From an optimization exercise on the open Yosys and OpenROAD flow, aimed at small area; shortcuts taken in it are not production practice. In this exercise RTL edits were held to simulation tests only and were not proved equivalent to the original.

==> run a <==
==> flow/design.v (excerpt) <==
module audio_core
          (clk,
           reset,
           clk_enable,
           note_c4,
           note_d4,
           note_e4,
           note_f4,
           run_drum,
           volume_ctrl,
           ce_out,
           out_PDM);
Settings: LEC_CHECK=0, CAP_MARGIN=20, CORE_MARGIN=2, CORE_UTILIZATION=70, CTS_CLUSTER_DIAMETER=70, CTS_CLUSTER_SIZE=25, PLACE_DENSITY=0.8, SLEW_MARGIN=20, SYNTH_HIERARCHICAL=1, SYNTH_MINIMUM_KEEP_SIZE=0; clock period 10.0 ns.
run.sh (not shown) runs the stock make flow with config.mk's settings and CLKGATE_MAP_FILE= SYNTH_SCRIPT=/design/flow/synth_recipe.tcl, a recipe that flattens the netlist after the stock synthesis.
==> inputs of run b, as changes to run a <==
Settings changed: CTS_CLUSTER_DIAMETER 70 to 110, CTS_CLUSTER_SIZE 25 to 24.
==> comparison table <==
quantity	run a	run b
Insertion delay to the later sink of the worst-skew pair	710 ps	660 ps
Final worst-path cycle share	95.6%	95.2%
Final non-clock buffer share	2.43%	2.37%
Outcome	finished clean	finished clean
Detailed-route vias per instance	6.79	6.79
Non-CTS buffers	212	209
Gr usage total	40.8%	40.7%
Met3 routing resource usage after global routing	7.71%	7.90%
Routed length per instance	24.6 um	24.6 um
Wire length on met1	83.3 mm	83.7 mm
Worst slew margin relative to its limit	22.2%	24.2%
Diodes inserted	1	0
Clock buffer count from CTS	53	35
Crit path setup slack, layout	442 ps	484 ps


==> run P <==
Starting RTL as in the previous note.
## audio_core
module audio_core
          (clk,
           reset,
           clk_enable,
           note_c4,
           note_d4,
           note_e4,
           note_f4,
           run_drum,
           volume_ctrl,
           ce_out,
           out_PDM);
==> flow/config.mk <==
export PLATFORM = sky130hd
export DESIGN_NAME = audio_core
export DESIGN_NICKNAME = audio_core
export VERILOG_FILES = /design/flow/design.v
export SDC_FILE = /design/flow/constraint.sdc
export NUM_CORES = 4
export LEC_CHECK = 0
export CAP_MARGIN = 20
export CORE_MARGIN = 2
export CORE_UTILIZATION = 70
export CTS_CLUSTER_DIAMETER = 100
export CTS_CLUSTER_SIZE = 20
export PLACE_DENSITY = 0.8
export SLEW_MARGIN = 20
export SYNTH_HIERARCHICAL = 1
export SYNTH_MINIMUM_KEEP_SIZE = 0
==> flow/constraint.sdc <==
create_clock -name core_clock -period 10.0 [get_ports {clk}]
set_input_delay 2.0000 -clock core_clock [delete_from_list [all_inputs] [get_ports {clk}]]
set_output_delay 2.0000 -clock core_clock [all_outputs]
set_load 0.01 [all_outputs]
==> inputs of run Z, as changes to run P <==
Settings changed: CTS_CLUSTER_DIAMETER 100 to not set, CTS_CLUSTER_SIZE 20 to not set.
==> qor summary <==
Status: run P finished clean; run Z finished clean
Logic depth of the worst path, buffers included: run P 32; run Z 29
TritonCTS buffer count: run P 39; run Z 67
Aggregate global-route resource usage: run P 0.4066; run Z 0.4108
Wire length per cell after detailed routing: run P 24.49 microns; run Z 24.58 microns
Maximum level of the CTS H-tree: run P 2; run Z 3
Reg-to-reg slack, setup: run P 450 ps; run Z 440 ps
Core Util, Final: run P 0.7379; run Z 0.7466
Worst slew margin relative to its limit: run P 0.2553; run Z 0.2515
Total buffers and inverters traversed by the critical path: run P 4; run Z 3
Via count of the first global-routing pass: run P 61060; run Z 61600
Wire length on met3: run P 20880 microns; run Z 21700 microns
Period utilization: run P 0.9546; run Z 0.9557
Signal buffers share of area: run P 0.02376; run Z 0.02337
Cell area after layout: run P 77460 sq um; run Z 78370 sq um
Minimum setup slack in the final design: run P 453.7 ps; run Z 443.0 ps
Filler cells: run P 7465; run Z 7328
Crit Reg-Reg Endpoint: run P ds[15]; run Z s1[31]
Clock-pin transition on the worst setup and hold timing paths: run P 90 ps; run Z 60 ps
Met3 usage in global routing: run P 0.07737; run Z 0.08255
Maximum clock frequency: run P 104.8 MHz; run Z 104.6 MHz
WP data arrival: run P 9940 ps; run Z 9960 ps

## static timing again, ports no longer ideal
The results above use ideal ports. As a check the final layouts listed here were re-extracted and re-timed, cells and wires unchanged. Step 1 assumes that a clkbuf_16 drives the clock port and a buf_2 every other input. Step 2 moves the port delays by t, midway between the first and last clock arrival at a register: inputs arrive t later, outputs are due t later. That takes back most of the time a late clock gives input paths. Slacks: ideal ports / drivers / drivers and shift; pairs: ideal ports / drivers.
| run | t, ns | setup WS [ns] | latest minus earliest clock arrival (ns) | worst register clock-pin slew, ns | worst slew at a driven data input, ns |
|---|---|---|---|---|---|
| run a | 0.745 | 0.442 / 0.442 / 0.442 | 0.090 / 0.090 | 0.10 / 0.10 | 0.05 |
| run b | 0.732 | 0.484 / 0.484 / 0.484 | 0.032 / 0.032 | 0.10 / 0.10 | 0.05 |
| run P | 0.722 | 0.454 / 0.454 / 0.454 | 0.037 / 0.037 | 0.09 / 0.09 | 0.05 |
| run Z | 0.750 | 0.443 / 0.443 / 0.443 | 0.058 / 0.058 | 0.07 / 0.07 | 0.05 |
After both steps every run listed still meets setup and hold.
